From an optimization exercise on the open Yosys and OpenROAD flow, aimed at small area, a short achievable clock period and few clock cycles per item; shortcuts taken in it are not production practice. Only simulation tests tie the RTL to the original design; equivalence was not proved. Power and IR drop assume default switching activity.

Design viterbi_decoder, start of the top module:
module viterbi_decoder(
    input clk, reset, start,
    input [383:0] code_in,
    output reg [191:0] data_out,
    output reg done
);
export LEC_CHECK = 0
export ABC_AREA = 1
export CAP_MARGIN = 20
export CORE_MARGIN = 2
export CORE_UTILIZATION = 60
export SLEW_MARGIN = 20
create_clock -name core_clock -period 10.0 [get_ports {clk}]
standard.sh (not shown) runs the stock make flow with config.mk's settings and CLKGATE_MAP_FILE= SYNTH_SCRIPT=/design/flow/synth_recipe.tcl, a recipe that flattens the netlist after the stock synthesis.
==> flow/flow/run.sh <==
#!/bin/bash
# The standard layout (the standard.sh, unchanged synthesis), with the port
# buffers that buffer_ports inserts on every input and output made the
# minimum-size buffer instead of the delay buffer it picks by default.
set -uo pipefail
export BUFFER_PORTS_ARGS="-buffer_cell sky130_fd_sc_hd__buf_1"
bash standard.sh finish > standard_flow.log 2>&1
rc=$?
tail -n 40 standard_flow.log
exit $rc
Testbench counts at the start, summed over its fixed seeds: cycles 384, items 384.
Change:
==> flow/run.sh (new file) <==
#!/bin/bash
# synth_recipe.tcl (not shown) runs the flow's synth.tcl, then flattens the netlist and writes it again
# the make line also repeats each setting of config.mk as NAME=value (left out here)
make -C /OpenROAD-flow-scripts/flow DESIGN_CONFIG=/design/flow/config.mk WORK_HOME=/design/flow/orfs CLKGATE_MAP_FILE= SYNTH_SCRIPT=/design/flow/synth_recipe.tcl finish
ABC_AREA = unset   (was 1)
removed: flow/flow/run.sh
removed: flow/standard.sh
Worst hold slack gets better by 0.38 ns.
Final area went up by 46%.
Routed wire length went up by about 50%.
Count of clock-buffer cells in the layout went down by 2.
Maximum frequency went down by about 30%.
Critical path depth went down by 14.
Area after synthesis went up by 39%.
Cell count went up by about 9%.

Setup of run A:
Another version of the RTL of viterbi_decoder (not shown whole).
For scale: ~5600 cells after synthesis, about 580 I/O pins.
==> flow/design.v (excerpt) <==
module viterbi_decoder(
    input clk, reset, start,
    input [383:0] code_in,
    output reg [191:0] data_out,
    output reg done
);
clock: 10.0 ns
lec_check: 0
abc_area: 1
cap_margin: 20
core_margin: 2
core_utilization: 60
slew_margin: 20
==> flow/flow/run.sh <==
#!/bin/bash
# The standard layout (the standard.sh, unchanged synthesis), with the port
# buffers that buffer_ports inserts on every input and output made the
# minimum-size buffer instead of the delay buffer it picks by default.
set -uo pipefail
export BUFFER_PORTS_ARGS="-buffer_cell sky130_fd_sc_hd__buf_1"
bash standard.sh finish > standard_flow.log 2>&1
rc=$?
tail -n 40 standard_flow.log
exit $rc
Testbench counts of run A, summed over its fixed seeds: cycles 384, items 384.
Edits applied to the flow inputs when going from run A to run B:
-- flow/config.mk --
<<< run A, line 11
export CORE_UTILIZATION = 60
export SLEW_MARGIN = 20
>>> run B, line 11
export CORE_UTILIZATION = 60
export SETUP_SLACK_MARGIN = 4.25
export SLEW_MARGIN = 20
[summary]
- Run A reached the end of the flow, and the finished layout is clean on the timing, DRC and antenna checks.
- Run B | stages: all done | timing, DRC, antenna: all pass
- Non-filler instance count after layout on run B is up relative to run A.
- Reported for run B and run A, global-route met1 utilization turned out identical to the last digit.
- From run B to run A, number of sinks handled by clock tree synthesis did not move at all.
- The non-clock buffering overhead in the final layout number comes out higher for run B vs run A.
- Taking run A as the reference, in run B post-route cell area shows an increase of 6.0%; fraction of standard cell area that is sequential shows a reduction of 0.63 points; time the final worst path needs with I/O delays and setup shows a reduction of 0.32 ns; cts-stage hold buffer count shows no meaningful change; fraction of layout instances using a drive strength above 1 shows an increase of 4.9 points.
[inputs] run C vs run B
-- flow/config.mk --
<<< run B, line 11
export CORE_UTILIZATION = 60
export SETUP_SLACK_MARGIN = 4.25
export SLEW_MARGIN = 20
>>> run C, line 11
export CORE_UTILIZATION = 60
export SETUP_SLACK_MARGIN = 4.5
export SLEW_MARGIN = 20
## What came out
- Diff run C..run B | non-clock inverter instance count of the final layout | unchanged
- Net total in the final layout (lower): run B
- When the final numbers for run C and run B were put side by side, the fraction of area in multi-input gates turned out to be smaller in run C.
- Delta(net switching power, run C - run B) > 0
Here is what was changed in the inputs of run D compared with run C.
-- flow/config.mk --
<<< run C, line 10
export CORE_MARGIN = 2
export CORE_UTILIZATION = 60
export SETUP_SLACK_MARGIN = 4.5
export SLEW_MARGIN = 20
>>> run D, line 10
export CORE_MARGIN = 2
export CORE_UTILIZATION = 75
export SLEW_MARGIN = 20
Notes after the runs:
Run D completed; timing, DRC and antenna clean
Of run D and run C, the run reporting the lower total internal power was run D.
Sequential fraction of design power ends up higher on run D.
Looking at die area, run D sits 20% below run C.

[afterwards: timing with drivers on the ports]
The results above use ideal ports. As a check the final layouts listed here were re-extracted and re-timed, cells and wires unchanged.
Step 1 assumes that a clkbuf_16 drives the clock port and a buf_2 every other input.
Step 2 times the ports against the registers' clock, not the clock port: input delays grow and output delays shrink by t, the midpoint of the rising clock arrivals with the driver on.
a / b / c = no drivers / after step 1 / after step 2; a / b = the first two.
run	t, ns	setup slack, ns	hold slack, ns	worst data-port slew with drivers (ns)	cell pins on the clock port's net
the first run of note 1	0.587	3.722 / 3.738 / 3.150	1.231 / 1.196 / 1.783	0.14	1
the second run of note 1	0.593	1.229 / 1.208 / 0.615	1.612 / 1.601 / 2.194	0.17	1
run A	0.575	4.187 / 4.158 / 3.583	1.273 / 1.233 / 1.808	0.18	1
run B	0.573	4.506 / 4.535 / 3.963	1.272 / 1.233 / 1.805	0.19	1
run C	0.581	4.683 / 4.657 / 4.076	1.268 / 1.226 / 1.808	0.18	1
run D	0.595	4.178 / 4.205 / 3.609	1.218 / 1.182 / 1.777	0.18	1
After both steps every run listed still meets setup and hold. For the second run of note 1, which loses most, drivers alone change the setup slack by -0.021 ns; drivers and shift together by -0.614 ns.
